This is an optimization exercise on Yosys and OpenROAD, whose aim is small area and a short achievable clock period, not a production implementation.
No functional check of the RTL was part of any run shown here.
Power and IR drop assume default switching activity.

## run.sh

```bash
#!/bin/bash
# synth_recipe.tcl (not shown) runs the flow's synth.tcl, then flattens the netlist and writes it again
# the make line also repeats each setting of config.mk as NAME=value (left out here)
make -C /OpenROAD-flow-scripts/flow DESIGN_CONFIG=/design/flow/config.mk WORK_HOME=/design/flow/orfs CLKGATE_MAP_FILE= SYNTH_SCRIPT=/design/flow/synth_recipe.tcl finish
```

## config.mk

```make
export PLATFORM = sky130hd
export DESIGN_NAME = processor
export DESIGN_NICKNAME = processor
export VERILOG_FILES = /design/flow/design.v
export SDC_FILE = /design/flow/constraint.sdc
export NUM_CORES = 4
export LEC_CHECK = 0
export ABC_CLOCK_PERIOD_IN_PS = 5000
export CAP_MARGIN = 20
export CORE_MARGIN = 2
export CORE_UTILIZATION = 35
export SETUP_SLACK_MARGIN = 5
export SLEW_MARGIN = 20
```

## design.v

```verilog
module mul16(a, b, x, y);
input [15:0] a, b;
output [31:0] x, y;
wire pp0_0 = a[0] & b[0];
wire pp0_1 = a[0] & b[1];
wire pp0_2 = a[0] & b[2];
wire pp0_3 = a[0] & b[3];
wire pp0_4 = a[0] & b[4];
wire pp0_5 = a[0] & b[5];
wire pp0_6 = a[0] & b[6];
wire pp0_7 = a[0] & b[7];
wire pp0_8 = a[0] & b[8];
wire pp0_9 = a[0] & b[9];
wire pp0_10 = a[0] & b[10];
wire pp0_11 = a[0] & b[11];
wire pp0_12 = a[0] & b[12];
wire pp0_13 = a[0] & b[13];
wire pp0_14 = a[0] & b[14];
wire pp0_15 = a[0] & b[15];
wire pp1_0 = a[1] & b[0];
wire pp1_1 = a[1] & b[1];
wire pp1_2 = a[1] & b[2];
wire pp1_3 = a[1] & b[3];
wire pp1_4 = a[1] & b[4];
wire pp1_5 = a[1] & b[5];
wire pp1_6 = a[1] & b[6];
wire pp1_7 = a[1] & b[7];
wire pp1_8 = a[1] & b[8];
wire pp1_9 = a[1] & b[9];
wire pp1_10 = a[1] & b[10];
wire pp1_11 = a[1] & b[11];
wire pp1_12 = a[1] & b[12];
wire pp1_13 = a[1] & b[13];
wire pp1_14 = a[1] & b[14];
wire pp1_15 = a[1] & b[15];
wire pp2_0 = a[2] & b[0];
wire pp2_1 = a[2] & b[1];
wire pp2_2 = a[2] & b[2];
wire pp2_3 = a[2] & b[3];
wire pp2_4 = a[2] & b[4];
wire pp2_5 = a[2] & b[5];
wire pp2_6 = a[2] & b[6];
wire pp2_7 = a[2] & b[7];
wire pp2_8 = a[2] & b[8];
wire pp2_9 = a[2] & b[9];
wire pp2_10 = a[2] & b[10];
wire pp2_11 = a[2] & b[11];
wire pp2_12 = a[2] & b[12];
wire pp2_13 = a[2] & b[13];
wire pp2_14 = a[2] & b[14];
wire pp2_15 = a[2] & b[15];
wire pp3_0 = a[3] & b[0];
wire pp3_1 = a[3] & b[1];
wire pp3_2 = a[3] & b[2];
wire pp3_3 = a[3] & b[3];
wire pp3_4 = a[3] & b[4];
wire pp3_5 = a[3] & b[5];
wire pp3_6 = a[3] & b[6];
wire pp3_7 = a[3] & b[7];
wire pp3_8 = a[3] & b[8];
wire pp3_9 = a[3] & b[9];
wire pp3_10 = a[3] & b[10];
wire pp3_11 = a[3] & b[11];
wire pp3_12 = a[3] & b[12];
wire pp3_13 = a[3] & b[13];
wire pp3_14 = a[3] & b[14];
wire pp3_15 = a[3] & b[15];
wire pp4_0 = a[4] & b[0];
wire pp4_1 = a[4] & b[1];
wire pp4_2 = a[4] & b[2];
wire pp4_3 = a[4] & b[3];
wire pp4_4 = a[4] & b[4];
wire pp4_5 = a[4] & b[5];
wire pp4_6 = a[4] & b[6];
wire pp4_7 = a[4] & b[7];
wire pp4_8 = a[4] & b[8];
wire pp4_9 = a[4] & b[9];
wire pp4_10 = a[4] & b[10];
wire pp4_11 = a[4] & b[11];
wire pp4_12 = a[4] & b[12];
wire pp4_13 = a[4] & b[13];
wire pp4_14 = a[4] & b[14];
wire pp4_15 = a[4] & b[15];
wire pp5_0 = a[5] & b[0];
wire pp5_1 = a[5] & b[1];
wire pp5_2 = a[5] & b[2];
wire pp5_3 = a[5] & b[3];
wire pp5_4 = a[5] & b[4];
wire pp5_5 = a[5] & b[5];
wire pp5_6 = a[5] & b[6];
wire pp5_7 = a[5] & b[7];
wire pp5_8 = a[5] & b[8];
wire pp5_9 = a[5] & b[9];
wire pp5_10 = a[5] & b[10];
wire pp5_11 = a[5] & b[11];
wire pp5_12 = a[5] & b[12];
wire pp5_13 = a[5] & b[13];
wire pp5_14 = a[5] & b[14];
wire pp5_15 = a[5] & b[15];
wire pp6_0 = a[6] & b[0];
wire pp6_1 = a[6] & b[1];
wire pp6_2 = a[6] & b[2];
wire pp6_3 = a[6] & b[3];
wire pp6_4 = a[6] & b[4];
wire pp6_5 = a[6] & b[5];
wire pp6_6 = a[6] & b[6];
wire pp6_7 = a[6] & b[7];
wire pp6_8 = a[6] & b[8];
wire pp6_9 = a[6] & b[9];
wire pp6_10 = a[6] & b[10];
wire pp6_11 = a[6] & b[11];
wire pp6_12 = a[6] & b[12];
wire pp6_13 = a[6] & b[13];
wire pp6_14 = a[6] & b[14];
wire pp6_15 = a[6] & b[15];
wire pp7_0 = a[7] & b[0];
wire pp7_1 = a[7] & b[1];
wire pp7_2 = a[7] & b[2];
wire pp7_3 = a[7] & b[3];
wire pp7_4 = a[7] & b[4];
wire pp7_5 = a[7] & b[5];
wire pp7_6 = a[7] & b[6];
wire pp7_7 = a[7] & b[7];
wire pp7_8 = a[7] & b[8];
wire pp7_9 = a[7] & b[9];
wire pp7_10 = a[7] & b[10];
wire pp7_11 = a[7] & b[11];
wire pp7_12 = a[7] & b[12];
wire pp7_13 = a[7] & b[13];
wire pp7_14 = a[7] & b[14];
wire pp7_15 = a[7] & b[15];
wire pp8_0 = a[8] & b[0];
wire pp8_1 = a[8] & b[1];
wire pp8_2 = a[8] & b[2];
wire pp8_3 = a[8] & b[3];
wire pp8_4 = a[8] & b[4];
wire pp8_5 = a[8] & b[5];
wire pp8_6 = a[8] & b[6];
wire pp8_7 = a[8] & b[7];
wire pp8_8 = a[8] & b[8];
wire pp8_9 = a[8] & b[9];
wire pp8_10 = a[8] & b[10];
wire pp8_11 = a[8] & b[11];
wire pp8_12 = a[8] & b[12];
wire pp8_13 = a[8] & b[13];
wire pp8_14 = a[8] & b[14];
wire pp8_15 = a[8] & b[15];
wire pp9_0 = a[9] & b[0];
wire pp9_1 = a[9] & b[1];
wire pp9_2 = a[9] & b[2];
wire pp9_3 = a[9] & b[3];
wire pp9_4 = a[9] & b[4];
wire pp9_5 = a[9] & b[5];
wire pp9_6 = a[9] & b[6];
wire pp9_7 = a[9] & b[7];
wire pp9_8 = a[9] & b[8];
wire pp9_9 = a[9] & b[9];
wire pp9_10 = a[9] & b[10];
wire pp9_11 = a[9] & b[11];
wire pp9_12 = a[9] & b[12];
wire pp9_13 = a[9] & b[13];
wire pp9_14 = a[9] & b[14];
wire pp9_15 = a[9] & b[15];
wire pp10_0 = a[10] & b[0];
wire pp10_1 = a[10] & b[1];
wire pp10_2 = a[10] & b[2];
wire pp10_3 = a[10] & b[3];
wire pp10_4 = a[10] & b[4];
wire pp10_5 = a[10] & b[5];
wire pp10_6 = a[10] & b[6];
wire pp10_7 = a[10] & b[7];
wire pp10_8 = a[10] & b[8];
wire pp10_9 = a[10] & b[9];
wire pp10_10 = a[10] & b[10];
wire pp10_11 = a[10] & b[11];
wire pp10_12 = a[10] & b[12];
wire pp10_13 = a[10] & b[13];
wire pp10_14 = a[10] & b[14];
wire pp10_15 = a[10] & b[15];
wire pp11_0 = a[11] & b[0];
wire pp11_1 = a[11] & b[1];
wire pp11_2 = a[11] & b[2];
wire pp11_3 = a[11] & b[3];
wire pp11_4 = a[11] & b[4];
wire pp11_5 = a[11] & b[5];
wire pp11_6 = a[11] & b[6];
wire pp11_7 = a[11] & b[7];
wire pp11_8 = a[11] & b[8];
wire pp11_9 = a[11] & b[9];
wire pp11_10 = a[11] & b[10];
wire pp11_11 = a[11] & b[11];
wire pp11_12 = a[11] & b[12];
wire pp11_13 = a[11] & b[13];
wire pp11_14 = a[11] & b[14];
wire pp11_15 = a[11] & b[15];
wire pp12_0 = a[12] & b[0];
wire pp12_1 = a[12] & b[1];
wire pp12_2 = a[12] & b[2];
wire pp12_3 = a[12] & b[3];
wire pp12_4 = a[12] & b[4];
wire pp12_5 = a[12] & b[5];
wire pp12_6 = a[12] & b[6];
wire pp12_7 = a[12] & b[7];
wire pp12_8 = a[12] & b[8];
wire pp12_9 = a[12] & b[9];
wire pp12_10 = a[12] & b[10];
wire pp12_11 = a[12] & b[11];
wire pp12_12 = a[12] & b[12];
wire pp12_13 = a[12] & b[13];
wire pp12_14 = a[12] & b[14];
wire pp12_15 = a[12] & b[15];
wire pp13_0 = a[13] & b[0];
wire pp13_1 = a[13] & b[1];
wire pp13_2 = a[13] & b[2];
wire pp13_3 = a[13] & b[3];
wire pp13_4 = a[13] & b[4];
wire pp13_5 = a[13] & b[5];
wire pp13_6 = a[13] & b[6];
wire pp13_7 = a[13] & b[7];
wire pp13_8 = a[13] & b[8];
wire pp13_9 = a[13] & b[9];
wire pp13_10 = a[13] & b[10];
wire pp13_11 = a[13] & b[11];
wire pp13_12 = a[13] & b[12];
wire pp13_13 = a[13] & b[13];
wire pp13_14 = a[13] & b[14];
wire pp13_15 = a[13] & b[15];
wire pp14_0 = a[14] & b[0];
wire pp14_1 = a[14] & b[1];
wire pp14_2 = a[14] & b[2];
wire pp14_3 = a[14] & b[3];
wire pp14_4 = a[14] & b[4];
wire pp14_5 = a[14] & b[5];
wire pp14_6 = a[14] & b[6];
wire pp14_7 = a[14] & b[7];
wire pp14_8 = a[14] & b[8];
wire pp14_9 = a[14] & b[9];
wire pp14_10 = a[14] & b[10];
wire pp14_11 = a[14] & b[11];
wire pp14_12 = a[14] & b[12];
wire pp14_13 = a[14] & b[13];
wire pp14_14 = a[14] & b[14];
wire pp14_15 = a[14] & b[15];
wire pp15_0 = a[15] & b[0];
wire pp15_1 = a[15] & b[1];
wire pp15_2 = a[15] & b[2];
wire pp15_3 = a[15] & b[3];
wire pp15_4 = a[15] & b[4];
wire pp15_5 = a[15] & b[5];
wire pp15_6 = a[15] & b[6];
wire pp15_7 = a[15] & b[7];
wire pp15_8 = a[15] & b[8];
wire pp15_9 = a[15] & b[9];
wire pp15_10 = a[15] & b[10];
wire pp15_11 = a[15] & b[11];
wire pp15_12 = a[15] & b[12];
wire pp15_13 = a[15] & b[13];
wire pp15_14 = a[15] & b[14];
wire pp15_15 = a[15] & b[15];
wire s0 = pp0_13 ^ pp1_12;
wire c0 = pp0_13 & pp1_12;
wire s1 = pp0_14 ^ pp1_13 ^ pp2_12;
wire c1 = (pp0_14 & pp1_13) | (pp0_14 & pp2_12) | (pp1_13 & pp2_12);
wire s2 = pp3_11 ^ pp4_10;
wire c2 = pp3_11 & pp4_10;
wire s3 = pp0_15 ^ pp1_14 ^ pp2_13;
wire c3 = (pp0_15 & pp1_14) | (pp0_15 & pp2_13) | (pp1_14 & pp2_13);
wire s4 = pp3_12 ^ pp4_11 ^ pp5_10;
wire c4 = (pp3_12 & pp4_11) | (pp3_12 & pp5_10) | (pp4_11 & pp5_10);
wire s5 = pp6_9 ^ pp7_8;
wire c5 = pp6_9 & pp7_8;
wire s6 = pp1_15 ^ pp2_14 ^ pp3_13;
wire c6 = (pp1_15 & pp2_14) | (pp1_15 & pp3_13) | (pp2_14 & pp3_13);
wire s7 = pp4_12 ^ pp5_11 ^ pp6_10;
wire c7 = (pp4_12 & pp5_11) | (pp4_12 & pp6_10) | (pp5_11 & pp6_10);
wire s8 = pp7_9 ^ pp8_8;
wire c8 = pp7_9 & pp8_8;
wire s9 = pp2_15 ^ pp3_14 ^ pp4_13;
wire c9 = (pp2_15 & pp3_14) | (pp2_15 & pp4_13) | (pp3_14 & pp4_13);
wire s10 = pp5_12 ^ pp6_11 ^ pp7_10;
wire c10 = (pp5_12 & pp6_11) | (pp5_12 & pp7_10) | (pp6_11 & pp7_10);
wire s11 = pp3_15 ^ pp4_14 ^ pp5_13;
wire c11 = (pp3_15 & pp4_14) | (pp3_15 & pp5_13) | (pp4_14 & pp5_13);
wire s12 = pp0_9 ^ pp1_8;
wire c12 = pp0_9 & pp1_8;
wire s13 = pp0_10 ^ pp1_9 ^ pp2_8;
wire c13 = (pp0_10 & pp1_9) | (pp0_10 & pp2_8) | (pp1_9 & pp2_8);
wire s14 = pp3_7 ^ pp4_6;
wire c14 = pp3_7 & pp4_6;
wire s15 = pp0_11 ^ pp1_10 ^ pp2_9;
wire c15 = (pp0_11 & pp1_10) | (pp0_11 & pp2_9) | (pp1_10 & pp2_9);
wire s16 = pp3_8 ^ pp4_7 ^ pp5_6;
wire c16 = (pp3_8 & pp4_7) | (pp3_8 & pp5_6) | (pp4_7 & pp5_6);
wire s17 = pp6_5 ^ pp7_4;
wire c17 = pp6_5 & pp7_4;
wire s18 = pp0_12 ^ pp1_11 ^ pp2_10;
wire c18 = (pp0_12 & pp1_11) | (pp0_12 & pp2_10) | (pp1_11 & pp2_10);
wire s19 = pp3_9 ^ pp4_8 ^ pp5_7;
wire c19 = (pp3_9 & pp4_8) | (pp3_9 & pp5_7) | (pp4_8 & pp5_7);
wire s20 = pp6_6 ^ pp7_5 ^ pp8_4;
wire c20 = (pp6_6 & pp7_5) | (pp6_6 & pp8_4) | (pp7_5 & pp8_4);
wire s21 = pp9_3 ^ pp10_2;
wire c21 = pp9_3 & pp10_2;
wire s22 = pp2_11 ^ pp3_10 ^ pp4_9;
wire c22 = (pp2_11 & pp3_10) | (pp2_11 & pp4_9) | (pp3_10 & pp4_9);
wire s23 = pp5_8 ^ pp6_7 ^ pp7_6;
wire c23 = (pp5_8 & pp6_7) | (pp5_8 & pp7_6) | (pp6_7 & pp7_6);
wire s24 = pp8_5 ^ pp9_4 ^ pp10_3;
wire c24 = (pp8_5 & pp9_4) | (pp8_5 & pp10_3) | (pp9_4 & pp10_3);
wire s25 = pp11_2 ^ pp12_1 ^ pp13_0;
wire c25 = (pp11_2 & pp12_1) | (pp11_2 & pp13_0) | (pp12_1 & pp13_0);
wire s26 = pp5_9 ^ pp6_8 ^ pp7_7;
wire c26 = (pp5_9 & pp6_8) | (pp5_9 & pp7_7) | (pp6_8 & pp7_7);
wire s27 = pp8_6 ^ pp9_5 ^ pp10_4;
wire c27 = (pp8_6 & pp9_5) | (pp8_6 & pp10_4) | (pp9_5 & pp10_4);
wire s28 = pp11_3 ^ pp12_2 ^ pp13_1;
wire c28 = (pp11_3 & pp12_2) | (pp11_3 & pp13_1) | (pp12_2 & pp13_1);
wire s29 = pp14_0 ^ s1 ^ s2;
wire c29 = (pp14_0 & s1) | (pp14_0 & s2) | (s1 & s2);
wire s30 = pp8_7 ^ pp9_6 ^ pp10_5;
wire c30 = (pp8_7 & pp9_6) | (pp8_7 & pp10_5) | (pp9_6 & pp10_5);
wire s31 = pp11_4 ^ pp12_3 ^ pp13_2;
wire c31 = (pp11_4 & pp12_3) | (pp11_4 & pp13_2) | (pp12_3 & pp13_2);
wire s32 = pp14_1 ^ pp15_0 ^ s3;
wire c32 = (pp14_1 & pp15_0) | (pp14_1 & s3) | (pp15_0 & s3);
wire s33 = s4 ^ s5 ^ c1;
wire c33 = (s4 & s5) | (s4 & c1) | (s5 & c1);
wire s34 = pp9_7 ^ pp10_6 ^ pp11_5;
wire c34 = (pp9_7 & pp10_6) | (pp9_7 & pp11_5) | (pp10_6 & pp11_5);
wire s35 = pp12_4 ^ pp13_3 ^ pp14_2;
wire c35 = (pp12_4 & pp13_3) | (pp12_4 & pp14_2) | (pp13_3 & pp14_2);
wire s36 = pp15_1 ^ s6 ^ s7;
wire c36 = (pp15_1 & s6) | (pp15_1 & s7) | (s6 & s7);
wire s37 = s8 ^ c3 ^ c4;
wire c37 = (s8 & c3) | (s8 & c4) | (c3 & c4);
wire s38 = pp8_9 ^ pp9_8 ^ pp10_7;
wire c38 = (pp8_9 & pp9_8) | (pp8_9 & pp10_7) | (pp9_8 & pp10_7);
wire s39 = pp11_6 ^ pp12_5 ^ pp13_4;
wire c39 = (pp11_6 & pp12_5) | (pp11_6 & pp13_4) | (pp12_5 & pp13_4);
wire s40 = pp14_3 ^ pp15_2 ^ s9;
wire c40 = (pp14_3 & pp15_2) | (pp14_3 & s9) | (pp15_2 & s9);
wire s41 = s10 ^ c6 ^ c7;
wire c41 = (s10 & c6) | (s10 & c7) | (c6 & c7);
wire s42 = pp6_12 ^ pp7_11 ^ pp8_10;
wire c42 = (pp6_12 & pp7_11) | (pp6_12 & pp8_10) | (pp7_11 & pp8_10);
wire s43 = pp9_9 ^ pp10_8 ^ pp11_7;
wire c43 = (pp9_9 & pp10_8) | (pp9_9 & pp11_7) | (pp10_8 & pp11_7);
wire s44 = pp12_6 ^ pp13_5 ^ pp14_4;
wire c44 = (pp12_6 & pp13_5) | (pp12_6 & pp14_4) | (pp13_5 & pp14_4);
wire s45 = pp15_3 ^ s11 ^ c9;
wire c45 = (pp15_3 & s11) | (pp15_3 & c9) | (s11 & c9);
wire s46 = pp4_15 ^ pp5_14 ^ pp6_13;
wire c46 = (pp4_15 & pp5_14) | (pp4_15 & pp6_13) | (pp5_14 & pp6_13);
wire s47 = pp7_12 ^ pp8_11 ^ pp9_10;
wire c47 = (pp7_12 & pp8_11) | (pp7_12 & pp9_10) | (pp8_11 & pp9_10);
wire s48 = pp10_9 ^ pp11_8 ^ pp12_7;
wire c48 = (pp10_9 & pp11_8) | (pp10_9 & pp12_7) | (pp11_8 & pp12_7);
wire s49 = pp13_6 ^ pp14_5 ^ pp15_4;
wire c49 = (pp13_6 & pp14_5) | (pp13_6 & pp15_4) | (pp14_5 & pp15_4);
wire s50 = pp5_15 ^ pp6_14 ^ pp7_13;
wire c50 = (pp5_15 & pp6_14) | (pp5_15 & pp7_13) | (pp6_14 & pp7_13);
wire s51 = pp8_12 ^ pp9_11 ^ pp10_10;
wire c51 = (pp8_12 & pp9_11) | (pp8_12 & pp10_10) | (pp9_11 & pp10_10);
wire s52 = pp11_9 ^ pp12_8 ^ pp13_7;
wire c52 = (pp11_9 & pp12_8) | (pp11_9 & pp13_7) | (pp12_8 & pp13_7);
wire s53 = pp6_15 ^ pp7_14 ^ pp8_13;
wire c53 = (pp6_15 & pp7_14) | (pp6_15 & pp8_13) | (pp7_14 & pp8_13);
wire s54 = pp9_12 ^ pp10_11 ^ pp11_10;
wire c54 = (pp9_12 & pp10_11) | (pp9_12 & pp11_10) | (pp10_11 & pp11_10);
wire s55 = pp7_15 ^ pp8_14 ^ pp9_13;
wire c55 = (pp7_15 & pp8_14) | (pp7_15 & pp9_13) | (pp8_14 & pp9_13);
wire s56 = pp0_6 ^ pp1_5;
wire c56 = pp0_6 & pp1_5;
wire s57 = pp0_7 ^ pp1_6 ^ pp2_5;
wire c57 = (pp0_7 & pp1_6) | (pp0_7 & pp2_5) | (pp1_6 & pp2_5);
wire s58 = pp3_4 ^ pp4_3;
wire c58 = pp3_4 & pp4_3;
wire s59 = pp0_8 ^ pp1_7 ^ pp2_6;
wire c59 = (pp0_8 & pp1_7) | (pp0_8 & pp2_6) | (pp1_7 & pp2_6);
wire s60 = pp3_5 ^ pp4_4 ^ pp5_3;
wire c60 = (pp3_5 & pp4_4) | (pp3_5 & pp5_3) | (pp4_4 & pp5_3);
wire s61 = pp6_2 ^ pp7_1;
wire c61 = pp6_2 & pp7_1;
wire s62 = pp2_7 ^ pp3_6 ^ pp4_5;
wire c62 = (pp2_7 & pp3_6) | (pp2_7 & pp4_5) | (pp3_6 & pp4_5);
wire s63 = pp5_4 ^ pp6_3 ^ pp7_2;
wire c63 = (pp5_4 & pp6_3) | (pp5_4 & pp7_2) | (pp6_3 & pp7_2);
wire s64 = pp8_1 ^ pp9_0 ^ s12;
wire c64 = (pp8_1 & pp9_0) | (pp8_1 & s12) | (pp9_0 & s12);
wire s65 = pp5_5 ^ pp6_4 ^ pp7_3;
wire c65 = (pp5_5 & pp6_4) | (pp5_5 & pp7_3) | (pp6_4 & pp7_3);
wire s66 = pp8_2 ^ pp9_1 ^ pp10_0;
wire c66 = (pp8_2 & pp9_1) | (pp8_2 & pp10_0) | (pp9_1 & pp10_0);
wire s67 = s13 ^ s14 ^ c12;
wire c67 = (s13 & s14) | (s13 & c12) | (s14 & c12);
wire s68 = pp8_3 ^ pp9_2 ^ pp10_1;
wire c68 = (pp8_3 & pp9_2) | (pp8_3 & pp10_1) | (pp9_2 & pp10_1);
wire s69 = pp11_0 ^ s15 ^ s16;
wire c69 = (pp11_0 & s15) | (pp11_0 & s16) | (s15 & s16);
wire s70 = s17 ^ c13 ^ c14;
wire c70 = (s17 & c13) | (s17 & c14) | (c13 & c14);
wire s71 = pp11_1 ^ pp12_0 ^ s18;
wire c71 = (pp11_1 & pp12_0) | (pp11_1 & s18) | (pp12_0 & s18);
wire s72 = s19 ^ s20 ^ s21;
wire c72 = (s19 & s20) | (s19 & s21) | (s20 & s21);
wire s73 = c15 ^ c16 ^ c17;
wire c73 = (c15 & c16) | (c15 & c17) | (c16 & c17);
wire s74 = s0 ^ s22 ^ s23;
wire c74 = (s0 & s22) | (s0 & s23) | (s22 & s23);
wire s75 = s24 ^ s25 ^ c18;
wire c75 = (s24 & s25) | (s24 & c18) | (s25 & c18);
wire s76 = c19 ^ c20 ^ c21;
wire c76 = (c19 & c20) | (c19 & c21) | (c20 & c21);
wire s77 = c0 ^ s26 ^ s27;
wire c77 = (c0 & s26) | (c0 & s27) | (s26 & s27);
wire s78 = s28 ^ s29 ^ c22;
wire c78 = (s28 & s29) | (s28 & c22) | (s29 & c22);
wire s79 = c23 ^ c24 ^ c25;
wire c79 = (c23 & c24) | (c23 & c25) | (c24 & c25);
wire s80 = c2 ^ s30 ^ s31;
wire c80 = (c2 & s30) | (c2 & s31) | (s30 & s31);
wire s81 = s32 ^ s33 ^ c26;
wire c81 = (s32 & s33) | (s32 & c26) | (s33 & c26);
wire s82 = c27 ^ c28 ^ c29;
wire c82 = (c27 & c28) | (c27 & c29) | (c28 & c29);
wire s83 = c5 ^ s34 ^ s35;
wire c83 = (c5 & s34) | (c5 & s35) | (s34 & s35);
wire s84 = s36 ^ s37 ^ c30;
wire c84 = (s36 & s37) | (s36 & c30) | (s37 & c30);
wire s85 = c31 ^ c32 ^ c33;
wire c85 = (c31 & c32) | (c31 & c33) | (c32 & c33);
wire s86 = c8 ^ s38 ^ s39;
wire c86 = (c8 & s38) | (c8 & s39) | (s38 & s39);
wire s87 = s40 ^ s41 ^ c34;
wire c87 = (s40 & s41) | (s40 & c34) | (s41 & c34);
wire s88 = c35 ^ c36 ^ c37;
wire c88 = (c35 & c36) | (c35 & c37) | (c36 & c37);
wire s89 = c10 ^ s42 ^ s43;
wire c89 = (c10 & s42) | (c10 & s43) | (s42 & s43);
wire s90 = s44 ^ s45 ^ c38;
wire c90 = (s44 & s45) | (s44 & c38) | (s45 & c38);
wire s91 = c39 ^ c40 ^ c41;
wire c91 = (c39 & c40) | (c39 & c41) | (c40 & c41);
wire s92 = c11 ^ s46 ^ s47;
wire c92 = (c11 & s46) | (c11 & s47) | (s46 & s47);
wire s93 = s48 ^ s49 ^ c42;
wire c93 = (s48 & s49) | (s48 & c42) | (s49 & c42);
wire s94 = c43 ^ c44 ^ c45;
wire c94 = (c43 & c44) | (c43 & c45) | (c44 & c45);
wire s95 = pp14_6 ^ pp15_5 ^ s50;
wire c95 = (pp14_6 & pp15_5) | (pp14_6 & s50) | (pp15_5 & s50);
wire s96 = s51 ^ s52 ^ c46;
wire c96 = (s51 & s52) | (s51 & c46) | (s52 & c46);
wire s97 = c47 ^ c48 ^ c49;
wire c97 = (c47 & c48) | (c47 & c49) | (c48 & c49);
wire s98 = pp12_9 ^ pp13_8 ^ pp14_7;
wire c98 = (pp12_9 & pp13_8) | (pp12_9 & pp14_7) | (pp13_8 & pp14_7);
wire s99 = pp15_6 ^ s53 ^ s54;
wire c99 = (pp15_6 & s53) | (pp15_6 & s54) | (s53 & s54);
wire s100 = c50 ^ c51 ^ c52;
wire c100 = (c50 & c51) | (c50 & c52) | (c51 & c52);
wire s101 = pp10_12 ^ pp11_11 ^ pp12_10;
wire c101 = (pp10_12 & pp11_11) | (pp10_12 & pp12_10) | (pp11_11 & pp12_10);
wire s102 = pp13_9 ^ pp14_8 ^ pp15_7;
wire c102 = (pp13_9 & pp14_8) | (pp13_9 & pp15_7) | (pp14_8 & pp15_7);
wire s103 = s55 ^ c53 ^ c54;
wire c103 = (s55 & c53) | (s55 & c54) | (c53 & c54);
wire s104 = pp8_15 ^ pp9_14 ^ pp10_13;
wire c104 = (pp8_15 & pp9_14) | (pp8_15 & pp10_13) | (pp9_14 & pp10_13);
wire s105 = pp11_12 ^ pp12_11 ^ pp13_10;
wire c105 = (pp11_12 & pp12_11) | (pp11_12 & pp13_10) | (pp12_11 & pp13_10);
wire s106 = pp14_9 ^ pp15_8 ^ c55;
wire c106 = (pp14_9 & pp15_8) | (pp14_9 & c55) | (pp15_8 & c55);
wire s107 = pp9_15 ^ pp10_14 ^ pp11_13;
wire c107 = (pp9_15 & pp10_14) | (pp9_15 & pp11_13) | (pp10_14 & pp11_13);
wire s108 = pp12_12 ^ pp13_11 ^ pp14_10;
wire c108 = (pp12_12 & pp13_11) | (pp12_12 & pp14_10) | (pp13_11 & pp14_10);
wire s109 = pp10_15 ^ pp11_14 ^ pp12_13;
wire c109 = (pp10_15 & pp11_14) | (pp10_15 & pp12_13) | (pp11_14 & pp12_13);
wire s110 = pp0_4 ^ pp1_3;
wire c110 = pp0_4 & pp1_3;
wire s111 = pp0_5 ^ pp1_4 ^ pp2_3;
wire c111 = (pp0_5 & pp1_4) | (pp0_5 & pp2_3) | (pp1_4 & pp2_3);
wire s112 = pp3_2 ^ pp4_1;
wire c112 = pp3_2 & pp4_1;
wire s113 = pp2_4 ^ pp3_3 ^ pp4_2;
wire c113 = (pp2_4 & pp3_3) | (pp2_4 & pp4_2) | (pp3_3 & pp4_2);
wire s114 = pp5_1 ^ pp6_0 ^ s56;
wire c114 = (pp5_1 & pp6_0) | (pp5_1 & s56) | (pp6_0 & s56);
wire s115 = pp5_2 ^ pp6_1 ^ pp7_0;
wire c115 = (pp5_2 & pp6_1) | (pp5_2 & pp7_0) | (pp6_1 & pp7_0);
wire s116 = s57 ^ s58 ^ c56;
wire c116 = (s57 & s58) | (s57 & c56) | (s58 & c56);
wire s117 = pp8_0 ^ s59 ^ s60;
wire c117 = (pp8_0 & s59) | (pp8_0 & s60) | (s59 & s60);
wire s118 = s61 ^ c57 ^ c58;
wire c118 = (s61 & c57) | (s61 & c58) | (c57 & c58);
wire s119 = s62 ^ s63 ^ s64;
wire c119 = (s62 & s63) | (s62 & s64) | (s63 & s64);
wire s120 = c59 ^ c60 ^ c61;
wire c120 = (c59 & c60) | (c59 & c61) | (c60 & c61);
wire s121 = s65 ^ s66 ^ s67;
wire c121 = (s65 & s66) | (s65 & s67) | (s66 & s67);
wire s122 = c62 ^ c63 ^ c64;
wire c122 = (c62 & c63) | (c62 & c64) | (c63 & c64);
wire s123 = s68 ^ s69 ^ s70;
wire c123 = (s68 & s69) | (s68 & s70) | (s69 & s70);
wire s124 = c65 ^ c66 ^ c67;
wire c124 = (c65 & c66) | (c65 & c67) | (c66 & c67);
wire s125 = s71 ^ s72 ^ s73;
wire c125 = (s71 & s72) | (s71 & s73) | (s72 & s73);
wire s126 = c68 ^ c69 ^ c70;
wire c126 = (c68 & c69) | (c68 & c70) | (c69 & c70);
wire s127 = s74 ^ s75 ^ s76;
wire c127 = (s74 & s75) | (s74 & s76) | (s75 & s76);
wire s128 = c71 ^ c72 ^ c73;
wire c128 = (c71 & c72) | (c71 & c73) | (c72 & c73);
wire s129 = s77 ^ s78 ^ s79;
wire c129 = (s77 & s78) | (s77 & s79) | (s78 & s79);
wire s130 = c74 ^ c75 ^ c76;
wire c130 = (c74 & c75) | (c74 & c76) | (c75 & c76);
wire s131 = s80 ^ s81 ^ s82;
wire c131 = (s80 & s81) | (s80 & s82) | (s81 & s82);
wire s132 = c77 ^ c78 ^ c79;
wire c132 = (c77 & c78) | (c77 & c79) | (c78 & c79);
wire s133 = s83 ^ s84 ^ s85;
wire c133 = (s83 & s84) | (s83 & s85) | (s84 & s85);
wire s134 = c80 ^ c81 ^ c82;
wire c134 = (c80 & c81) | (c80 & c82) | (c81 & c82);
wire s135 = s86 ^ s87 ^ s88;
wire c135 = (s86 & s87) | (s86 & s88) | (s87 & s88);
wire s136 = c83 ^ c84 ^ c85;
wire c136 = (c83 & c84) | (c83 & c85) | (c84 & c85);
wire s137 = s89 ^ s90 ^ s91;
wire c137 = (s89 & s90) | (s89 & s91) | (s90 & s91);
wire s138 = c86 ^ c87 ^ c88;
wire c138 = (c86 & c87) | (c86 & c88) | (c87 & c88);
wire s139 = s92 ^ s93 ^ s94;
wire c139 = (s92 & s93) | (s92 & s94) | (s93 & s94);
wire s140 = c89 ^ c90 ^ c91;
wire c140 = (c89 & c90) | (c89 & c91) | (c90 & c91);
wire s141 = s95 ^ s96 ^ s97;
wire c141 = (s95 & s96) | (s95 & s97) | (s96 & s97);
wire s142 = c92 ^ c93 ^ c94;
wire c142 = (c92 & c93) | (c92 & c94) | (c93 & c94);
wire s143 = s98 ^ s99 ^ s100;
wire c143 = (s98 & s99) | (s98 & s100) | (s99 & s100);
wire s144 = c95 ^ c96 ^ c97;
wire c144 = (c95 & c96) | (c95 & c97) | (c96 & c97);
wire s145 = s101 ^ s102 ^ s103;
wire c145 = (s101 & s102) | (s101 & s103) | (s102 & s103);
wire s146 = c98 ^ c99 ^ c100;
wire c146 = (c98 & c99) | (c98 & c100) | (c99 & c100);
wire s147 = s104 ^ s105 ^ s106;
wire c147 = (s104 & s105) | (s104 & s106) | (s105 & s106);
wire s148 = c101 ^ c102 ^ c103;
wire c148 = (c101 & c102) | (c101 & c103) | (c102 & c103);
wire s149 = pp15_9 ^ s107 ^ s108;
wire c149 = (pp15_9 & s107) | (pp15_9 & s108) | (s107 & s108);
wire s150 = c104 ^ c105 ^ c106;
wire c150 = (c104 & c105) | (c104 & c106) | (c105 & c106);
wire s151 = pp13_12 ^ pp14_11 ^ pp15_10;
wire c151 = (pp13_12 & pp14_11) | (pp13_12 & pp15_10) | (pp14_11 & pp15_10);
wire s152 = s109 ^ c107 ^ c108;
wire c152 = (s109 & c107) | (s109 & c108) | (c107 & c108);
wire s153 = pp11_15 ^ pp12_14 ^ pp13_13;
wire c153 = (pp11_15 & pp12_14) | (pp11_15 & pp13_13) | (pp12_14 & pp13_13);
wire s154 = pp14_12 ^ pp15_11 ^ c109;
wire c154 = (pp14_12 & pp15_11) | (pp14_12 & c109) | (pp15_11 & c109);
wire s155 = pp12_15 ^ pp13_14 ^ pp14_13;
wire c155 = (pp12_15 & pp13_14) | (pp12_15 & pp14_13) | (pp13_14 & pp14_13);
wire s156 = pp0_3 ^ pp1_2;
wire c156 = pp0_3 & pp1_2;
wire s157 = pp2_2 ^ pp3_1 ^ pp4_0;
wire c157 = (pp2_2 & pp3_1) | (pp2_2 & pp4_0) | (pp3_1 & pp4_0);
wire s158 = pp5_0 ^ s111 ^ s112;
wire c158 = (pp5_0 & s111) | (pp5_0 & s112) | (s111 & s112);
wire s159 = s113 ^ s114 ^ c111;
wire c159 = (s113 & s114) | (s113 & c111) | (s114 & c111);
wire s160 = s115 ^ s116 ^ c113;
wire c160 = (s115 & s116) | (s115 & c113) | (s116 & c113);
wire s161 = s117 ^ s118 ^ c115;
wire c161 = (s117 & s118) | (s117 & c115) | (s118 & c115);
wire s162 = s119 ^ s120 ^ c117;
wire c162 = (s119 & s120) | (s119 & c117) | (s120 & c117);
wire s163 = s121 ^ s122 ^ c119;
wire c163 = (s121 & s122) | (s121 & c119) | (s122 & c119);
wire s164 = s123 ^ s124 ^ c121;
wire c164 = (s123 & s124) | (s123 & c121) | (s124 & c121);
wire s165 = s125 ^ s126 ^ c123;
wire c165 = (s125 & s126) | (s125 & c123) | (s126 & c123);
wire s166 = s127 ^ s128 ^ c125;
wire c166 = (s127 & s128) | (s127 & c125) | (s128 & c125);
wire s167 = s129 ^ s130 ^ c127;
wire c167 = (s129 & s130) | (s129 & c127) | (s130 & c127);
wire s168 = s131 ^ s132 ^ c129;
wire c168 = (s131 & s132) | (s131 & c129) | (s132 & c129);
wire s169 = s133 ^ s134 ^ c131;
wire c169 = (s133 & s134) | (s133 & c131) | (s134 & c131);
wire s170 = s135 ^ s136 ^ c133;
wire c170 = (s135 & s136) | (s135 & c133) | (s136 & c133);
wire s171 = s137 ^ s138 ^ c135;
wire c171 = (s137 & s138) | (s137 & c135) | (s138 & c135);
wire s172 = s139 ^ s140 ^ c137;
wire c172 = (s139 & s140) | (s139 & c137) | (s140 & c137);
wire s173 = s141 ^ s142 ^ c139;
wire c173 = (s141 & s142) | (s141 & c139) | (s142 & c139);
wire s174 = s143 ^ s144 ^ c141;
wire c174 = (s143 & s144) | (s143 & c141) | (s144 & c141);
wire s175 = s145 ^ s146 ^ c143;
wire c175 = (s145 & s146) | (s145 & c143) | (s146 & c143);
wire s176 = s147 ^ s148 ^ c145;
wire c176 = (s147 & s148) | (s147 & c145) | (s148 & c145);
wire s177 = s149 ^ s150 ^ c147;
wire c177 = (s149 & s150) | (s149 & c147) | (s150 & c147);
wire s178 = s151 ^ s152 ^ c149;
wire c178 = (s151 & s152) | (s151 & c149) | (s152 & c149);
wire s179 = s153 ^ s154 ^ c151;
wire c179 = (s153 & s154) | (s153 & c151) | (s154 & c151);
wire s180 = pp15_12 ^ s155 ^ c153;
wire c180 = (pp15_12 & s155) | (pp15_12 & c153) | (s155 & c153);
wire s181 = pp13_15 ^ pp14_14 ^ pp15_13;
wire c181 = (pp13_15 & pp14_14) | (pp13_15 & pp15_13) | (pp14_14 & pp15_13);
wire s182 = pp0_2 ^ pp1_1;
wire c182 = pp0_2 & pp1_1;
wire s183 = pp2_1 ^ pp3_0 ^ s156;
wire c183 = (pp2_1 & pp3_0) | (pp2_1 & s156) | (pp3_0 & s156);
wire s184 = s110 ^ s157 ^ c156;
wire c184 = (s110 & s157) | (s110 & c156) | (s157 & c156);
wire s185 = c110 ^ s158 ^ c157;
wire c185 = (c110 & s158) | (c110 & c157) | (s158 & c157);
wire s186 = c112 ^ s159 ^ c158;
wire c186 = (c112 & s159) | (c112 & c158) | (s159 & c158);
wire s187 = c114 ^ s160 ^ c159;
wire c187 = (c114 & s160) | (c114 & c159) | (s160 & c159);
wire s188 = c116 ^ s161 ^ c160;
wire c188 = (c116 & s161) | (c116 & c160) | (s161 & c160);
wire s189 = c118 ^ s162 ^ c161;
wire c189 = (c118 & s162) | (c118 & c161) | (s162 & c161);
wire s190 = c120 ^ s163 ^ c162;
wire c190 = (c120 & s163) | (c120 & c162) | (s163 & c162);
wire s191 = c122 ^ s164 ^ c163;
wire c191 = (c122 & s164) | (c122 & c163) | (s164 & c163);
wire s192 = c124 ^ s165 ^ c164;
wire c192 = (c124 & s165) | (c124 & c164) | (s165 & c164);
wire s193 = c126 ^ s166 ^ c165;
wire c193 = (c126 & s166) | (c126 & c165) | (s166 & c165);
wire s194 = c128 ^ s167 ^ c166;
wire c194 = (c128 & s167) | (c128 & c166) | (s167 & c166);
wire s195 = c130 ^ s168 ^ c167;
wire c195 = (c130 & s168) | (c130 & c167) | (s168 & c167);
wire s196 = c132 ^ s169 ^ c168;
wire c196 = (c132 & s169) | (c132 & c168) | (s169 & c168);
wire s197 = c134 ^ s170 ^ c169;
wire c197 = (c134 & s170) | (c134 & c169) | (s170 & c169);
wire s198 = c136 ^ s171 ^ c170;
wire c198 = (c136 & s171) | (c136 & c170) | (s171 & c170);
wire s199 = c138 ^ s172 ^ c171;
wire c199 = (c138 & s172) | (c138 & c171) | (s172 & c171);
wire s200 = c140 ^ s173 ^ c172;
wire c200 = (c140 & s173) | (c140 & c172) | (s173 & c172);
wire s201 = c142 ^ s174 ^ c173;
wire c201 = (c142 & s174) | (c142 & c173) | (s174 & c173);
wire s202 = c144 ^ s175 ^ c174;
wire c202 = (c144 & s175) | (c144 & c174) | (s175 & c174);
wire s203 = c146 ^ s176 ^ c175;
wire c203 = (c146 & s176) | (c146 & c175) | (s176 & c175);
wire s204 = c148 ^ s177 ^ c176;
wire c204 = (c148 & s177) | (c148 & c176) | (s177 & c176);
wire s205 = c150 ^ s178 ^ c177;
wire c205 = (c150 & s178) | (c150 & c177) | (s178 & c177);
wire s206 = c152 ^ s179 ^ c178;
wire c206 = (c152 & s179) | (c152 & c178) | (s179 & c178);
wire s207 = c154 ^ s180 ^ c179;
wire c207 = (c154 & s180) | (c154 & c179) | (s180 & c179);
wire s208 = c155 ^ s181 ^ c180;
wire c208 = (c155 & s181) | (c155 & c180) | (s181 & c180);
wire s209 = pp14_15 ^ pp15_14 ^ c181;
wire c209 = (pp14_15 & pp15_14) | (pp14_15 & c181) | (pp15_14 & c181);
assign x = {1'b0, pp15_15, s209, s208, s207, s206, s205, s204, s203, s202, s201, s200, s199, s198, s197, s196, s195, s194, s193, s192, s191, s190, s189, s188, s187, s186, s185, s184, s183, pp2_0, pp0_1, pp0_0};
assign y = {1'b0, c209, c208, c207, c206, c205, c204, c203, c202, c201, c200, c199, c198, c197, c196, c195, c194, c193, c192, c191, c190, c189, c188, c187, c186, c185, c184, c183, c182, s182, pp1_0, 1'b0};
endmodule
module processor(clock,reset,imem_addr,imem_data,wb_en,wb_addr,wb_data,flags);
input clock,reset;
output [7:0] imem_addr;
input [15:0] imem_data;
output wb_en;
output [2:0] wb_addr;
output [15:0] wb_data;
output [3:0] flags;
reg [7:0] pc;
reg [15:0] ir;
reg [3:0] fl;             
reg [15:0] rf [0:7];
reg [7:0] rv;
reg [15:0] dm [0:9];
reg [9:0] dv;
reg [14:0] hx, hy;       
reg hc;
reg [3:0] alo;            
reg ac4;                  
reg [15:0] lo;
reg hlv;
integer j;
reg [15:0] opa, opb;      
reg s_sum, s_shl, s_shr, s_or, s_and, s_mem, s_lo, s_hi;
wire [3:0] op = ir[3:0];
wire [2:0] rd = ir[6:4];
wire [2:0] f  = ir[15:13];
wire [5:0] c6 = ir[15:10];
wire [15:0] sx = {1'b0, {9{c6[5]}}, c6};
reg nm;                   
wire mulN;
wire fZ = fl[3], fN = nm ? mulN : fl[2], fC = fl[1], fV = fl[0];
wire [15:0] A = opa;
wire [15:0] B = opb;
wire [16:0] sum = {1'b0, A} + {1'b0, B};
wire [16:0] shl = {1'b0, A} << f;
reg [15:0] shr;
integer bi;
always @* for (bi = 0; bi < 16; bi = bi + 1) shr[bi] = shl[15 - bi];
wire addok = (op == 4'd0) & ((f == 3'd0) | ((f == 3'd1) & fN) | ((f == 3'd2) & fZ));
wire [16:0] res = ({17{s_sum}} & sum) | ({17{s_shl}} & shl) | ({17{s_shr}} & {1'b0, shr}) |
                  ({17{s_or}} & {1'b0, A | B}) | ({17{s_and}} & {1'b0, A & B});
wire ahi0 = &((A[15:5] ^ sx[15:5]) ~^ (A[14:4] | sx[14:4])) & ~(A[4] ^ sx[4] ^ ac4);
wire [9:0] hit = {10{ahi0}} & (10'd1 << alo);
wire [9:0] msel = 10'd1 << alo;
reg [15:0] mword;
always @* begin
  mword = 16'd0;
  for (j = 0; j < 10; j = j + 1)
    mword = mword | ({16{msel[j] & dv[j]}} & dm[j]) | ({16{msel[j] & ~dv[j]}} & (16'h4000 | j));
end
wire [15:0] mdata = ahi0 ? mword : 16'd0;
wire [31:0] mx, my;
mul16 u_mul(.a(A), .b(B), .x(mx), .y(my));
wire [16:0] P = {1'b0, mx[15:0]} + {1'b0, my[15:0]};    
wire [16:0] hsum2 = {1'b0, hx, hc} + {1'b0, hy, hc};
wire mp16 = hc ^ hx[0] ^ hy[0];                         
wire mpz = &((hx[14:1] ^ hy[14:1]) ~^ (hx[13:0] | hy[13:0])) & ~(hx[14] | hy[14]) & ~mp16;
assign mulN = mpz & lo[15];
wire [15:0] wd = res[15:0] | ({16{s_mem}} & mdata) | ({16{s_lo & hlv}} & lo) |
                 ({16{s_hi & hlv}} & {1'b0, hsum2[16:2]});
wire we = addok | (op == 4'd1) | (op == 4'd2) | (op == 4'd3) | (op == 4'd4) |
          (op == 4'd5) | (op == 4'd6) | (op == 4'd7) | (op == 4'd11) | (op == 4'd12);
wire setfl = addok | (op == 4'd1) | (op == 4'd2) | (op == 4'd3) | (op == 4'd4) | (op == 4'd5);
wire st = (op == 4'd8);
wire mul = (op == 4'd10);
always @(posedge clock) begin
  if (we) rf[rd] <= wd;
  for (j = 0; j < 10; j = j + 1)
    if (st & hit[j]) dm[j] <= B;
  if (mul) begin
    hx <= mx[30:16];
    hy <= my[30:16];
    hc <= P[16];
    lo <= P[15:0];
  end
end
always @(posedge clock, posedge reset) begin
  if (reset) begin
    rv <= 8'd0;
    dv <= 10'd0;
    hlv <= 1'b0;
  end else begin
    if (we) rv[rd] <= 1'b1;
    for (j = 0; j < 10; j = j + 1)
      if (st & hit[j]) dv[j] <= 1'b1;
    if (mul) hlv <= 1'b1;
  end
end
always @(posedge clock, posedge reset) begin
  if (reset) begin
    fl <= 4'd0;
    nm <= 1'b0;
  end else if (setfl) begin
    fl <= {res == 17'd0, res[16:15] == 2'b01, (op == 4'd0) & res[16], res[16]};
    nm <= 1'b0;
  end else if (mul) begin
    fl <= {(A == 16'd0) | (B == 16'd0), 3'b000};
    nm <= 1'b1;
  end
end
wire [3:0] nop = imem_data[3:0];
wire [2:0] nrs = imem_data[9:7];
wire [2:0] nrt = (nop == 4'd8) ? imem_data[6:4] : imem_data[12:10];
wire [5:0] nc6 = imem_data[15:10];
wire [15:0] nsx = {1'b0, {9{nc6[5]}}, nc6};
wire nimm = (nop == 4'd5) | (nop == 4'd6);
wire nli = (nop == 4'd6);
wire [7:0] sela = {8{~nli}} & rv & (8'd1 << nrs);
wire [7:0] selb = rv & (8'd1 << nrt);
reg [15:0] rA, rB;
always @* begin
  rA = 16'd0;
  rB = 16'd0;
  for (j = 0; j < 8; j = j + 1) begin
    rA = rA | ({16{sela[j]}} & rf[j]);
    rB = rB | ({16{selb[j]}} & rf[j]);
  end
end
wire fwa = we & (rd == nrs) & ~nli;
wire nsr = (nop == 4'd2);
wire [15:0] ra_in = fwa ? wd : rA;
reg [15:0] ra_rev;
always @* for (bi = 0; bi < 16; bi = bi + 1) ra_rev[bi] = ra_in[15 - bi];
wire fwb = we & (rd == nrt);
wire brc = (op == 4'd9) & (((f == 3'd1) & fN) | ((f == 3'd2) & fZ) | ((f == 3'd3) & fV) | ((f == 3'd4) & fC));
wire jmp = (op == 4'd9) & (f == 3'd0);
always @(posedge clock, posedge reset) begin
  if (reset) begin
    pc <= 8'd0;
    ir <= 16'd0;
    s_sum <= 1'b0;            
    s_shl <= 1'b0;
    s_shr <= 1'b0;
    s_or <= 1'b0;
    s_and <= 1'b0;
    s_mem <= 1'b0;
    s_lo <= 1'b0;
    s_hi <= 1'b0;
  end else begin
    ir <= imem_data;
    s_sum <= (nop == 4'd0) | (nop == 4'd5) | (nop == 4'd6);
    s_shl <= (nop == 4'd1);
    s_shr <= (nop == 4'd2);
    s_or <= (nop == 4'd3);
    s_and <= (nop == 4'd4);
    s_mem <= (nop == 4'd7);
    s_lo <= (nop == 4'd11);
    s_hi <= (nop == 4'd12);
    if (jmp) pc <= pc + ir[11:4];
    else if (brc) pc <= ir[11:4];
    else pc <= pc + 8'd1;
  end
end
always @(posedge clock) begin
  opa <= nsr ? ra_rev : ra_in;
  opb <= nimm ? nsx : fwb ? wd : rB;
  {ac4, alo} <= ra_in[3:0] + nsx[3:0];
end
assign imem_addr = pc;
assign wb_en = we;
assign wb_addr = rd;
assign wb_data = wd;
assign flags = {fZ, fN, fC, fV};
endmodule
```

## constraint.sdc

```tcl
create_clock -name core_clock -period 11.0 [get_ports {clock}]
set_input_delay 2.2000 -clock core_clock [delete_from_list [all_inputs] [get_ports {clock}]]
set_output_delay 2.2000 -clock core_clock [all_outputs]
set_load 0.01 [all_outputs]
```

==> results of run 1 <==
## final timing paths
| check | from | end | slack [ps] | depth (start not counted) |
|---|---|---|---|---|
| setup / recovery | opb[3] | wb_data[9] | 4930 | 13 |
| hold / removal | rv[5] | rv[5] | 500 | 1 |
| setup reg to reg | opb[13] | hc | 5490 | 16 |
| hold reg to reg | rv[5] | rv[5] | 500 | 1 |
| max in group asynchronous | reset | ir[14] | 8280 | 3 |
| min in group asynchronous | reset | dv[2] | 2130 | 3 |
## layout make-up
type / count / area (um2)
Inverter: 299 / 1240
Clock buffer: 63 / 1270
Tap cell: 1050 / 1310
Multi-Input combinational cell: 1607 / 14500
Sequential cell: 427 / 12200
Fill cell: 7398 / 46300
Clock inverter: 22 / 236
Timing Repair Buffer: 186 / 1660
## state kept, by name, indices dropped and copies added, names as in the netlist, 4 cells and up
register,flops
pc,8
dm,160
hx,15
dv,10
alo,4
rf,128
opb,16
hy,15
lo,16
ir,15
rv,8
fl,4
opa,16
## worst max-delay path, stage by stage, from the launching register on
cell	delay, ps
dfxtp_1	320
buf_6	210
clkinvlp_4	170
ha_2	420
nand3_1	150
o22ai_4	240
o21ai_2	100
mux2_1	310
o211a_1	250
o21ai_0	120
a221oi_2	60
buf_4	220
clkinvlp_4	140
clkdlybuf4s50_1	560
## per-layer routing
layer	share of wire [%]	vias to the layer above	track usage, %
met5	0	-	0
met4	4.3	0	9.01
met3	7.9	195	3.52
met2	46	1018	37.5
met1	41	10700	31.2
li1	-	9009	-
## power breakdown
group / internal (mW) / switching (mW) / total [mW]
sequential: 2.01 / 0.162 / 2.17
combinational: 1.20 / 1.77 / 2.97
clock: 0.886 / 0.677 / 1.56
## what timing repair did
action / in CTS / in global routing
pin swaps: 14 / 12
setup buffers: 55 / 21
gates cloned: 0 / 1
resized for setup: 151 / 64
setup endpoints to repair: 18 / 16
## cells by family after synthesis
logic type	after synthesis	share of synthesized area, %
compound gates	492	13.2
buf+inv	438	6.16
fa+ha+maj	318	19.7
simple gates	673	12.0
mux	54	2.87
xor+xnor	70	2.21
flops	427	43.9
## synthesized netlist by cell type, types with 16 or more instances
| library cell | count |
|---|---|
| fa_1 | 200 |
| nand4_1 | 28 |
| buf_1 | 18 |
| xor2_1 | 35 |
| o21ai_0 | 43 |
| a21oi_1 | 52 |
| a22oi_1 | 124 |
| nand2b_1 | 21 |
| a221oi_1 | 42 |
| xnor2_1 | 35 |
| ha_1 | 118 |
| nor3_1 | 26 |
| clkbuf_1 | 96 |
| buf_2 | 16 |
| nor2b_1 | 19 |
| dfxtp_1 | 37 |
| and3_1 | 41 |
| and4_1 | 21 |
| mux2i_1 | 19 |
| nand2_1 | 140 |
| dfrtp_1 | 55 |
| mux4_2 | 16 |
| o21ai_1 | 24 |
| a21o_1 | 23 |
| nor2_1 | 252 |
| edfxtp_1 | 335 |
| nand3_1 | 35 |
| inv_1 | 295 |
| a22o_1 | 37 |
| or2_2 | 16 |
## metrics by stage
| stage | cells | area [um2] | utilization, % | total power, mW |
|---|---|---|---|---|
| floorplan | 2472 | 27800 | - | 4.02 |
| CTS | 3632 | 32000 | 40.6 | 6.67 |
| finish | 3654 | 32400 | 41.2 | 6.70 |
| global route | 3654 | 32400 | 41.2 | 7.16 |
| global placement | 3492 | 29500 | 37.5 | 4.88 |
| detailed placement | 3492 | 29500 | 37.5 | 4.94 |
==> flow_summary.yaml, run 1 <==
worst_setup_path:
  required_ps: 8800
  critPathMaxFanout: 16
  end_kind: "primary output"
  cp.arrival_ps: 3870
  crit_path_start_kind: "flip-flop"
  setup.worst_path.class: "flip-flop to primary output"
layout:
  final_cell_mix: "edfxtp_1 (335), inv_1 (261), nor2_1 (252), fa_1 (199), nand2_1 (137)"
  drive_above_1_share_pct: 15.9
  layout_commonest_cell: "edfxtp_1"
  layout.nets: 2903
  antenna_cells: 0
  syn2layout_area_growth_pct: 16.8
drt:
  drt_wl_total_um: 95500
  wl_per_cell_um: 26.1
  viasPerCell: 5.72
  final_antenna_net_count: 0
  initialDrtViolationCount: 2637
  route.detailed.drc: 0
  dr_total_vias: 20900
  dr.pass1.iters: 6
run:
  cap_viol_max_count: 0
sta:
  fin_ws_ps: 4930
  max_clock_freq_mhz: 165
  post-route-period-util_pct: 55.2
  layout_min_cycle_time_ps: 6070
  rsz0062_at_grt: "yes"
  tightestPinTransition_ps: 1150
  finalSetupViolCount: 0
  drv_slew: 0
  slew_headroom_pct: 23.4
  tns_ps: 0
  skew_ps: 35.9
  hold_violations: 0
  hold_ws_ps: 496
clock_network:
  clock_sinks: 427
  clk_path_buf_depth: 3
  clk_latency_ps: 610
  cts_made_buffers: 46
  h-tree-depth: 2
  cts_tree: "done"
  root_buffer: "clkbuf_16"
  clk_pin_slew_ps: 60
  holdBufCountCts: 0
die:
  die_area_mm2: 0.0816
  initial_core_util_pct: 35.3
  die_x_um: 286
  coreArea_mm2: 0.0787
  dieHeight_um: 286
  io_pins: 50
  std_cell_rows: 103
synthesis:
  synth_area_per_cell_um2: 11.2
  synth.distinct_cells: 93
  syn-num-nets: 2808
  synth_top_flop_cell: "edfxtp_1"
  synth.area.top_cells: "edfxtp_1 (36%), fa_1 (14%), ha_1 (5.3%)"
  synth_area_mm2: 0.0278
  ys_seq_elements: 427
  async_flop_share_pct: 12.9
  ys.warnings.count: 2
  synth_area_leader_cell: "edfxtp_1"
  synth_seq_area_share_pct: 43.9
  synth_top_area_share_pct: 36.2
  synth_edf_count: 335
  synthCells: 2472
grt:
  grt_use_total_pct: 23.1
  grt_pass1_vias: 21400
  overflow: 0
  grt_max_degree: 56
  grt_antenna_before_repair: 1
  grt_pass1_wl_um: 141000
pwr:
  ir_drop_mv: 0.146
  power.density_mw_per_mm2: 207
  leakage_nw: 12.4
place:
  io_buffers: 49
  routabilityCongestion: 0.914
  dp_hpwl_um: 66500
  dp_slack_ps: 4210
min_path:
  hold_path_class: "flip-flop to flip-flop"
status:
  status: "complete, no violations"
==> inputs of run 2 (changes only) <==
--- a/config.mk
+++ b/config.mk
@@ -9,5 +9,8 @@
 export CAP_MARGIN = 20
 export CORE_MARGIN = 2
 export CORE_UTILIZATION = 35
+export CTS_BUF_LIST = sky130_fd_sc_hd__clkbuf_8 sky130_fd_sc_hd__clkbuf_16
+export CTS_CLUSTER_DIAMETER = 80
+export CTS_CLUSTER_SIZE = 25
 export SETUP_SLACK_MARGIN = 5
 export SLEW_MARGIN = 20
==> run 2 against run 1 <==
Count of clock-buffer cells in the layout shrank 34. Final area shrank 1.7%. Global-route usage shrank 0.23 points. Critical path depth is the same. Synthesized cell count is the same. Combinational power is essentially flat. Critical path type unchanged. Critical endpoint is now wb_data[12].
==> flow_summary.yaml, run 2 <==
drt:
  drt_wl_total_um: 94800
  initialDrtViolationCount: 2604
  final_antenna_net_count: 0
  dr.pass1.iters: 5
  viasPerCell: 5.77
  dr_total_vias: 20900
  route.detailed.drc: 0
  wl_per_cell_um: 26.2
pwr:
  p_clk_share_pct: 18.3
  power.density_mw_per_mm2: 196
  swShare_pct: 40.8
  p_switching_mw: 2.56
  p_int_mw: 3.70
  leakage_nw: 12.1
  ir_drop_mv: 0.143
  total_power_mw: 6.26
  p_comb_share_pct: 47.2
  p_seq_share_pct: 34.6
synthesis:
  async_flop_share_pct: 12.9
  ys.warnings.count: 2
  synth_top_flop_cell: "edfxtp_1"
  yosys.area_share.simple_pct: 12.0
  ys_seq_elements: 427
  syn-num-nets: 2808
  synth_edf_count: 335
  synth_seq_area_share_pct: 43.9
  synthXorXnorAreaFrac_pct: 2.21
  synth_top_area_share_pct: 36.2
  synth-compound-area-share_pct: 13.2
  synth.area.top_cells: "edfxtp_1 (36%), fa_1 (14%), ha_1 (5.3%)"
  synth_area_per_cell_um2: 11.2
  synth_area_mm2: 0.0278
  synth_top_family_by_area: "adder cells"
  synth_mux_area_share_pct: 2.87
  synth_area_leader_cell: "edfxtp_1"
  synthAdderAreaFrac_pct: 19.7
  synth.distinct_cells: 93
  synthCells: 2472
  synthTopCellsByCount: "edfxtp_1 (335), inv_1 (295), nor2_1 (252)"
  post-synth-top-count-cell: "edfxtp_1"
layout:
  fin_util_pct: 40.5
  layout.nets: 2882
  final_cell_mix: "edfxtp_1 (335), inv_1 (271), nor2_1 (252), fa_1 (199), nand2_1 (137)"
  largest_reg_flops: 160
  top_register: "dm"
  layout_commonest_cell: "edfxtp_1"
  antenna_cells: 0
  syn2layout_area_growth_pct: 14.8
  reg_top3: "dm (160), rf (128)"
  drive_above_1_share_pct: 14.8
status:
  status: "complete, no violations"
sta:
  tightestPinTransition_ps: 1140
  post-route-period-util_pct: 55.2
  skew_ps: 30.2
  tns_ps: 0
  max_clock_freq_mhz: 165
  slew_headroom_pct: 23.8
  rsz0062_at_grt: "yes"
  finalSetupViolCount: 0
  layout_min_cycle_time_ps: 6070
  hold_violations: 0
  drv_slew: 0
clock_network:
  cts_tree: "done"
  cts_made_buffers: 27
  clk_path_buf_depth: 3
  holdBufCountCts: 0
  clk_pin_slew_ps: 100
  root_buffer: "clkbuf_16"
  h-tree-depth: 1
  clk_latency_ps: 630
  clock_sinks: 427
die:
  dieHeight_um: 286
  io_pins: 50
  die_x_um: 286
  initial_core_util_pct: 35.3
  coreArea_mm2: 0.0787
  die_area_mm2: 0.0816
  std_cell_rows: 103
worst_setup_path:
  required_ps: 8800
  cp.arrival_ps: 3870
  critPathMaxFanout: 7
  cp_slowest_stage_delay_ps: 350
  setup.worst_path.class: "flip-flop to primary output"
  crit_path_start_kind: "flip-flop"
  crit_path_frequent_cell: "buf_4"
  end_kind: "primary output"
  slowest_stage: "fa_2"
  crit_chain: "buf_12 > ha_4 > fa_2 > a211o_1 > a21o_1 > buf_4 > a32oi_4 > buf_6 > mux2i_1 > a221oi_2 > nand3_2 > or2_4 > buf_4"
place:
  dp_hpwl_um: 66500
  io_buffers: 49
  routabilityCongestion: 0.914
grt:
  grt_pass1_vias: 21300
  grt_antenna_before_repair: 1
  grt_use_total_pct: 22.9
  grt_pass1_wl_um: 140000
  overflow: 0
  grt_max_degree: 56
run:
  cap_viol_max_count: 0
min_path:
  hold_path_class: "flip-flop to flip-flop"
run 2: final cells by class:
type	instances	area [um2]
Clock buffer	29	714
Timing Repair inverter	1	5.00
Sequential cell	427	12200
Inverter	299	1230
Timing Repair Buffer	183	1640
Tap cell	1050	1310
Multi-Input combinational cell	1607	14500
Fill cell	7447	46900
Clock inverter	21	254
run 2: cells by family after synthesis:
kind of cell | after synthesis
mux | 54
compound gates | 492
fa+ha+maj | 318
simple gates | 673
flops | 427
buf+inv | 438
xor+xnor | 70
run 2: worst paths after layout:
check                         from          end  slack (ps)  depth (start not counted)
hold / removal               fl[2]        fl[2]         500                          1
hold reg to reg              fl[2]        fl[2]         500                          1
setup / recovery            opb[0]  wb_data[12]        4930                         13
max in group asynchronous    reset        ir[1]        8370                          3
setup reg to reg           opb[13]           hc        5460                         16
min in group asynchronous    reset        dv[2]        2100                          3
run 2: stage by stage:
step	worst slack, ps	std cells	instance area, um2	hold WS, ps
global placement	4280	3492	29500	468
global route	4810	3617	31900	516
finish	4930	3617	31900	501
floorplan	5900	2472	27800	433
CTS	4760	3595	31500	497
detailed placement	4210	3492	29500	475
run 2: power groups by stage:
stage	sequential, mW	clock [mW]	combinational (mW)
after floorplan	2.13	0	1.90
after global placement	2.17	0	2.71
after detailed placement	2.18	0	2.76
after CTS	2.16	1.17	2.92
after global routing	2.18	1.22	3.33
final	2.16	1.14	2.95
run 2: metal layers:
layer  routed length, um  vias up  track usage [%]
li1                    -     8941                -
met1               39100    10700             31.2
met2               43800     1073             36.9
met3                7680      199             3.03
met4                4180        0             9.31
met5                   0        -                0
run 2: worst max-delay path: cells and delay by family, from the launching register on:
family / cells / cell delay, ps
and+or+nand+nor: 2 / 510
buffers and inverters: 4 / 600
AOI/OAI and AO/OA: 4 / 1180
adders and majority gates: 2 / 520
DFF: 1 / 340
muxes: 1 / 90
run 2: what timing repair did:
item	in CTS	in global routing
endpoints found under the setup margin	18	18
cloned	1	1
setup buffers	52	21
pin swaps	15	13
resized for setup	164	49
==> inputs of run 3 (changes only) <==
--- a/config.mk
+++ b/config.mk
@@ -9,8 +9,8 @@
 export CAP_MARGIN = 20
 export CORE_MARGIN = 2
 export CORE_UTILIZATION = 35
-export CTS_BUF_LIST = sky130_fd_sc_hd__clkbuf_8 sky130_fd_sc_hd__clkbuf_16
-export CTS_CLUSTER_DIAMETER = 80
-export CTS_CLUSTER_SIZE = 25
+export CTS_BUF_LIST = sky130_fd_sc_hd__clkbuf_8
+export CTS_CLUSTER_DIAMETER = 60
+export CTS_CLUSTER_SIZE = 16
 export SETUP_SLACK_MARGIN = 5
 export SLEW_MARGIN = 20
==> run 3 against run 2 <==
Utilization up 0.31 points. Worst setup slack gained 25 ps. Final area increased by 0.76%. Sequential share of layout area shrank 0.30 points. Die area stayed put. Hold slack worse by 7.2 ps. Area after synthesis unchanged. Clock power is 5% lower.
==> flow_summary.yaml, run 3 <==
die:
  std_cell_rows: 103
  coreArea_mm2: 0.0787
  dieHeight_um: 286
  die_area_mm2: 0.0816
  initial_core_util_pct: 35.3
  die_x_um: 286
  io_pins: 50
grt:
  grt_antenna_before_repair: 2
  grt_max_degree: 56
  overflow: 0
  grt_use_total_pct: 23.2
  grt_pass1_wl_um: 142000
  grt_pass1_vias: 21400
drt:
  final_antenna_net_count: 0
  viasPerCell: 5.74
  initialDrtViolationCount: 2621
  route.detailed.drc: 0
  wl_per_cell_um: 26.2
  dr_total_vias: 21000
  drt_wl_total_um: 95800
  dr.pass1.iters: 6
worst_setup_path:
  r2r-end: "hc"
  crit_path_start_kind: "flip-flop"
  setup.worst_path.class: "flip-flop to primary output"
  r2r_setup_slack_ps: 5450
  end_kind: "primary output"
  reg2reg_depth: 16
  required_ps: 8800
  cp.arrival_ps: 3850
  r2r-start: "opb[13]"
  critPathMaxFanout: 15
sta:
  finalSetupViolCount: 0
  slew_headroom_pct: 23.2
  rsz0062_at_grt: "yes"
  tightestPinTransition_ps: 1150
  skew_ps: 60.1
  layout_min_cycle_time_ps: 6050
  drv_slew: 0
  hold_violations: 0
  tns_ps: 0
  max_clock_freq_mhz: 165
  post-route-period-util_pct: 55.0
synthesis:
  synthTopCellsByCount: "edfxtp_1 (335), inv_1 (295), nor2_1 (252)"
  post-synth-top-count-cell: "edfxtp_1"
  ys.warnings.count: 2
  synthCells: 2472
  synth.area.top_cells: "edfxtp_1 (36%), fa_1 (14%), ha_1 (5.3%)"
  synth_area_per_cell_um2: 11.2
  synth.distinct_cells: 93
  syn-num-nets: 2808
  synth_top_area_share_pct: 36.2
  synthXorXnorAreaFrac_pct: 2.21
  synth_area_mm2: 0.0278
  synth_edf_count: 335
  synth_seq_area_share_pct: 43.9
  async_flop_share_pct: 12.9
  synth_top_flop_cell: "edfxtp_1"
  synth-compound-area-share_pct: 13.2
  synth_mux_area_share_pct: 2.87
  synthAdderAreaFrac_pct: 19.7
  synth_area_leader_cell: "edfxtp_1"
  synth_top_family_by_area: "adder cells"
  yosys.area_share.simple_pct: 12.0
  ys_seq_elements: 427
layout:
  reg_top3: "dm (160), rf (128)"
  drive_above_1_share_pct: 16.7
  largest_reg_flops: 160
  register_area_mm2: 0.0122
  syn2layout_area_growth_pct: 15.7
  final_cell_mix: "edfxtp_1 (335), inv_1 (275), nor2_1 (252), fa_1 (199), nand2_1 (136)"
  post-route-cell-area_mm2: 0.0321
  layout.nets: 2910
  multi_input_area_mm2: 0.0147
  fill_cells: 7431
  layout_commonest_cell: "edfxtp_1"
  top_register: "dm"
clock_network:
  h-tree-depth: 2
  clock_sinks: 427
  cts_made_buffers: 41
  clk_path_buf_depth: 3
  holdBufCountCts: 0
  root_buffer: "clkbuf_8"
  clk_latency_ps: 700
  clk_pin_slew_ps: 110
  cts_tree: "done"
min_path:
  hold_end: "fl[2]"
  hold_start: "fl[2]"
  hold_path_class: "flip-flop to flip-flop"
  hold_depth: 1
pwr:
  leakage_nw: 12.3
  ir_drop_mv: 0.145
  power.density_mw_per_mm2: 195
status:
  status: "complete, no violations"
place:
  dp_hpwl_um: 66500
  io_buffers: 49
  placed_area_mm2: 0.0295
  routabilityCongestion: 0.914
run:
  cap_viol_max_count: 0
==> run 3: kinds of logic after synthesis <==
group / Yosys count
flip-flops: 427
buffers and inverters: 438
XOR/XNOR: 70
multiplexers: 54
AO/OA/AOI/OAI: 492
adder cells (fa/ha/maj): 318
AND/OR/NAND/NOR: 673
==> run 3: cell type report <==
cell class	instances	area share, %
multi-input combinational	1607	45.6
tap	1050	4.09
clock inverter	35	1.00
clock buffer	41	1.76
timing repair inverter	1	0.0156
inverter	299	3.87
timing repair buffer	197	5.60
sequential	427	38.0
antenna	1	0.00779
==> run 3: worst max-delay path by stage <==
| stage | startpoint | endpoint | slack, ps | depth (start not counted) |
|---|---|---|---|---|
| 2_1_floorplan | opa[2] | wb_data[12] | 5900 | 11 |
| 3_3_place_gp | opb[6] | wb_data[9] | 4280 | 11 |
| 3_5_place_dp | opb[6] | wb_data[9] | 4210 | 11 |
| 4_1_cts | opb[3] | wb_data[9] | 4650 | 13 |
| 5_1_grt | opb[0] | wb_data[14] | 4910 | 14 |
| 6_report | opb[2] | wb_data[12] | 4950 | 14 |
==> run 3: timing repair <==
action                                  4_1_cts  5_1_grt
endpoints found under the setup margin       18       15
buffers inserted                             64       23
gates cloned                                  1        1
pin swaps                                    17       15
resized for setup                           182       75
==> run 3: metal layers <==
| layer | global-route usage, % | share of wire, % |
|---|---|---|
| met5 | 0 | 0 |
| met4 | 9.53 | 4.4 |
| met3 | 3.46 | 7.9 |
| met2 | 37.5 | 47 |
| met1 | 31.3 | 41 |
==> run 3: where the power goes <==
group          total [mW]  switching, mW  internal [mW]
logic                3.03           1.79           1.23
clock network        1.08          0.632          0.450
registers            2.17          0.162           2.00
==> run 3: per-stage QoR <==
stage               cells  power [mW]  hold WS [ps]  utilization, %  setup slack (ps)
CTS                  3633        6.21           495            40.1              4650
detailed placement   3492        4.94           475            37.5              4210
global route         3658        6.73           512            40.8              4910
floorplan            2472        4.02           433               -              5900
finish               3658        6.27           493            40.8              4950
global placement     3492        4.88           468            37.5              4280
==> run 3: critical path, cell delays in order, from the launching register on <==
cell and delay, ps:
dfxtp_2 370, buf_12 170, clkinvlp_4 160, ha_4 270, a211o_1 380, a21o_1 220
buf_6 130, a32oi_4 250, buf_6 140, buf_6 90, mux2i_4 70, a221oi_4 280
nand3_2 190, or2_4 300, buf_6 130

-- afterwards: timing with drivers on the ports --
No port has a modelled driver above. Below, the same layouts with a new extraction and two added sets of constraints.
Step 1: set_driving_cell puts a clkbuf_16 on clock and a buf_2 on each other input, an assumption about the parent block.
Step 2, shift: input delay + t, output delay - t, t = (earliest + latest rising clock arrival at the registers) / 2. This alone moves slack from input paths to output paths.
Slacks: ideal ports / drivers / drivers and shift; pairs: ideal ports / drivers.
| run | t (ns) | setup slack, ns |
|---|---|---|
| run 1 | 0.661 | 4.931 / 4.865 / 4.607 |
| run 2 | 0.674 | 4.929 / 4.865 / 4.674 |
| run 3 | 0.733 | 4.954 / 4.893 / 4.597 |
After both steps every run listed still meets setup and hold.
